From an optimization exercise on the open Yosys and OpenROAD flow, aimed at small area; shortcuts taken in it are not production practice. RTL that was checked went through simulation tests only; none was proved equivalent to the original. Power is estimated from default activity; no workload was simulated. The clock port is modelled as an ideal driver; clocking choices that lean on that would not hold on a real chip.

## mips
module mips(
	input clk, reset,
	output [31:0] instr_addr,
	input [31:0] instr_in,
	output [31:0] data_addr,
	input [31:0] data_in,
	output logic [31:0] data_out,
	output logic [1:0] data_access_size,
	output data_rd_wr);
For scale: roughly 1100 flip-flops.
Settings: LEC_CHECK=0, CAP_MARGIN=20, CORE_MARGIN=2, CORE_UTILIZATION=55, CTS_BUF_LIST=sky130_fd_sc_hd__clkbuf_8, CTS_CLUSTER_SIZE=24, PLACE_DENSITY=0.7, SLEW_MARGIN=20; clock period 15.0 ns.
run.sh (not shown) runs the stock make flow with config.mk's settings and CLKGATE_MAP_FILE= SYNTH_SCRIPT=/design/flow/synth_recipe.tcl, a recipe that flattens the netlist after the stock synthesis.
Edit:
--- a/flow/config.mk
+++ b/flow/config.mk
@@ -11,2 +11 @@
-export CTS_BUF_LIST = sky130_fd_sc_hd__clkbuf_8
-export CTS_CLUSTER_SIZE = 24
+export CTS_BUF_LIST = sky130_fd_sc_hd__clkbuf_4
Outcome:
- combinational power barely changes
- synthesized area is unchanged
- non-clock buffer count is unchanged
No run of this note included a check of the RTL's function; only the layout flow was run.


## build 96
mips, a different RTL version from the one above (not shown whole).
For scale: ~2,700 cells after synthesis, about 1,100 flip-flops, roughly 170 I/O pins, about 33,000 sq um of cells after synthesis.
==> flow/config.mk <==
export PLATFORM = sky130hd
export DESIGN_NAME = mips
export DESIGN_NICKNAME = mips
export VERILOG_FILES = /design/flow/design.v
export SDC_FILE = /design/flow/constraint.sdc
export NUM_CORES = 4
export LEC_CHECK = 0
export CAP_MARGIN = 20
export CORE_MARGIN = 2
export CORE_UTILIZATION = 65
export CTS_BUF_LIST = sky130_fd_sc_hd__clkbuf_16
export CTS_CLUSTER_DIAMETER = 100
export CTS_CLUSTER_SIZE = 25
export PLACE_DENSITY = 0.8
export SLEW_MARGIN = 20
==> flow/constraint.sdc <==
create_clock -name core_clock -period 15.0 [get_ports {clk}]
set_input_delay 3.0000 -clock core_clock [delete_from_list [all_inputs] [get_ports {clk}]]
set_output_delay 3.0000 -clock core_clock [all_outputs]
set_load 0.01 [all_outputs]
standard.sh (not shown) runs the stock make flow with config.mk's settings and CLKGATE_MAP_FILE= SYNTH_SCRIPT=/design/flow/synth_recipe.tcl, a recipe that flattens the netlist after the stock synthesis.
==> flow/flow/run.sh <==
#!/bin/bash
# The standard layout (standard.sh), with these ORFS settings changed
# through the environment:
#  - synthesis maps logic with an area-oriented ABC script (flow/abc_area.script,
#    used in place of ORFS's abc_speed.script in a copy of ORFS's scripts
#    folder); everything else in synthesis is unchanged, so the registers are
#    the standard synthesis's
#  - ports are buffered with buf_1 cells instead of clkdlybuf4s50_1
#  - clock tree: sink clusters of up to 36 flip-flops, each driven by a
#    clkbuf_16, and no dummy loads
# standard.sh's full output goes to standard.log in this folder; ORFS's own
# per-step logs stay under orfs/logs.
set -o pipefail
rm -rf scripts_abc
cp -r "$FLOW_HOME/scripts" scripts_abc
cp flow/abc_area.script scripts_abc/abc_speed.script
export SCRIPTS_DIR="$PWD/scripts_abc"
export BUFFER_PORTS_ARGS="-buffer_cell sky130_fd_sc_hd__buf_1"
export CTS_ARGS="-sink_clustering_enable -repair_clock_nets -dont_use_dummy_load -sink_clustering_size 36 -sink_clustering_max_diameter 55 -buf_list sky130_fd_sc_hd__clkbuf_16"
bash standard.sh > standard.log 2>&1
==> flow/flow/abc_area.script <==
&get -n
&st
&dch
&nf -R 1000 -p -F 16 -C 32
&put
topo
dnsize -c
Looking at the reports, build 96 completed the entire flow and the layout it produced met the timing, design-rule and antenna checks.
Input-level comparison between build 92 and build 96:
diff --git a/flow/flow/run.sh b/flow/flow/run.sh
--- a/flow/flow/run.sh
+++ b/flow/flow/run.sh
@@ -9 +9,3 @@
-#  - clock tree: sink clusters of up to 36 flip-flops, each driven by a
+#  - after global routing, cells on paths with positive slack are sized down
+#    (ORFS's RECOVER_POWER, all such paths)
+#  - clock tree: sink clusters of up to 32 flip-flops, each driven by a
@@ -17,0 +20 @@
+export RECOVER_POWER=100
@@ -19 +22 @@
-export CTS_ARGS="-sink_clustering_enable -repair_clock_nets -dont_use_dummy_load -sink_clustering_size 36 -sink_clustering_max_diameter 55 -buf_list sky130_fd_sc_hd__clkbuf_16"
+export CTS_ARGS="-sink_clustering_enable -repair_clock_nets -dont_use_dummy_load -sink_clustering_size 32 -sink_clustering_max_diameter 90 -buf_list sky130_fd_sc_hd__clkbuf_16"
--- outcome ---
- From the logs: build 92 reached the end of the flow and failed the layout checks with capacitance limit, slew limit.
- In build 92, the global-route usage came out 0.18 points below the value in build 96.
- Relative to build 96, first-iteration DRC count has decreased by about 7% in build 92.
- Sort build 92 and build 96 by worst setup slack, ascending, and build 92 comes first.
- Build 92 against build 96: fraction of layout cells with a size suffix above 1 down 1.6 points; relative area of clock buffers and inverters in the final design down 0.67 points; fraction of power consumed by combinational cells up 0.3 points.
- Run comparison: build 92 slowest cell on the critical path a222oi_1; build 96 slowest cell on the critical path fa_1
- Taking build 96 as the reference, in build 92 sequential share of cell area now sits higher, cell area after layout now sits lower.
#### Input delta (build 11 over build 92)
- a change of CAP_MARGIN from 20 to 5
- a change of SLEW_MARGIN from 20 to 5
- a change of PLACE_DENSITY from 0.8 to 0.7
- a change of CORE_UTILIZATION from 65 to 55
diff --git a/flow/flow/run.sh b/flow/flow/run.sh
--- a/flow/flow/run.sh
+++ b/flow/flow/run.sh
@@ -9,2 +8,0 @@
-#  - after global routing, cells on paths with positive slack are sized down
-#    (ORFS's RECOVER_POWER, all such paths)
@@ -20 +17,0 @@
-export RECOVER_POWER=100
--- outcome ---
Taking build 11 as 1.0, build 92 lands at 0.921 on height of the die.
Critical path depth went up by a few percent going from build 92 to build 11.
Build 11 ends up with lower sum of buffers and inverters on the critical path than build 92 does.
Delta (build 11 minus build 92): share of the final layout cell area in multi-input gates decreased 0.19 points; worst setup slack increased 0.17 ns; routed wire length decreased about 1.3%.
When build 11 is measured against build 92, its post-route fraction of the period consumed by the critical path turns out 1.1 points lower.
Build 11 completed every stage of the flow, and the final layout passed the timing, design-rule and antenna checks.
Largest driver fanout on the critical path came out higher on build 11 than on build 92.
NOTE: share of layout cells above drive strength 1 in build 11 exceeds that of build 92
Inputs modified between build 11 and build 63:
- a change of CAP_MARGIN from 5 to 20
- a change of SLEW_MARGIN from 5 to 20
- a change of CORE_UTILIZATION from 55 to 65
- a change of PLACE_DENSITY from 0.7 to 0.8
diff --git a/flow/flow/run.sh b/flow/flow/run.sh
--- a/flow/flow/run.sh
+++ b/flow/flow/run.sh
@@ -8,0 +9,3 @@
+#  - timing-driven global placement keeps none of the resizer's trial
+#    buffers (they are only used to estimate timing); repair after placement
+#    and clock-tree synthesis still fixes what needs fixing
@@ -17,0 +21 @@
+export GPL_KEEP_OVERFLOW=0
==> notes.md <==
- Build 63 completed end to end with timing, DRC and antenna clean.
- Changes observed in build 63 relative to build 11: vertical die dimension saw a decrease, highest ir drop seen on vdd saw a decrease, area enclosed by the die boundary saw a decrease, total power saw an increase.
- Summary of build 63 over build 11: post-route fraction of the period consumed by the critical path went up 1.7 points, least setup slack across all paths after layout decreased by 0.26 ns relative to the old numbers, combinational group power went up about 9%.
- The run showing the greater routability-driven placement congestion ratio is build 63.
- A start point of the critical path of instr_in[23] is what build 63 shows, while instr_in[18] belongs to build 11.
- Number of buffers inserted by post-CTS setup repair: lower on build 11
- Clock-buffer cell count: build 63 vs build 11 down 4
The inputs of build 73 differ from those of build 63 as listed below.
- swapping 65 for 45 in CORE_UTILIZATION
- swapping 0.8 for 0.6 in PLACE_DENSITY
diff --git a/flow/flow/run.sh b/flow/flow/run.sh
--- a/flow/flow/run.sh
+++ b/flow/flow/run.sh
@@ -9,3 +8,0 @@
-#  - timing-driven global placement keeps none of the resizer's trial
-#    buffers (they are only used to estimate timing); repair after placement
-#    and clock-tree synthesis still fixes what needs fixing
@@ -21 +17,0 @@
-export GPL_KEEP_OVERFLOW=0
Findings:
- As of build 73, clock buffer count in the final layout had risen by a little under 10% compared to build 63.
- Comparing build 73 and build 63, the lower area added between synthesis and finish is on build 63.
- The amount of wire on met2 after detailed routing number comes out higher for build 73 vs build 63.
- Changes observed in build 73 relative to build 63: setup slack of the worst register-to-register path moved up; global-route wire length before repair grew by 6.2%.
- Diff build 63 -> build 73: summed area of non-filler cells in the final layout now sits higher, critical path depth now sits lower.

[re-timing with driven ports]
How much do the figures lean on ideal ports? The routed layouts below were timed once more, with nothing changed but the port constraints.
Step 1 assumes that a clkbuf_16 drives the clock port and a buf_2 every other input.
Step 2 moves the port delays by t, midway between the first and last clock arrival at a register: inputs arrive t later, outputs are due t later. That takes back most of the time a late clock gives input paths.
Slacks: ideal ports / drivers / drivers and shift; pairs: ideal ports / drivers.
| run | shift t [ns] | slack for setup (ns) | slew at the worst register clock pin (ns) | worst data-port slew with drivers (ns) |
|---|---|---|---|---|
| the first run of note 1 | 0.881 | 6.239 / 6.242 / 5.361 | 0.08 / 0.08 | 0.09 |
| the second run of note 1 | 1.102 | 6.437 / 6.435 / 5.333 | 0.09 / 0.09 | 0.09 |
| build 96 | 0.667 | 0.770 / 0.810 / 0.143 | 0.12 / 0.12 | 0.08 |
| build 92 | 0.637 | 0.725 / 0.757 / 0.120 | 0.12 / 0.12 | 0.08 |
| build 11 | 0.644 | 0.893 / 0.896 / 0.252 | 0.11 / 0.11 | 0.13 |
| build 63 | 0.648 | 0.631 / 0.668 / 0.020 | 0.12 / 0.12 | 0.09 |
| build 73 | 0.659 | 0.863 / 0.895 / 0.236 | 0.12 / 0.12 | 0.05 |
The setup slack of the second run of note 1, which loses most, moves by -0.002 ns with the drivers and by -1.104 ns with both steps.
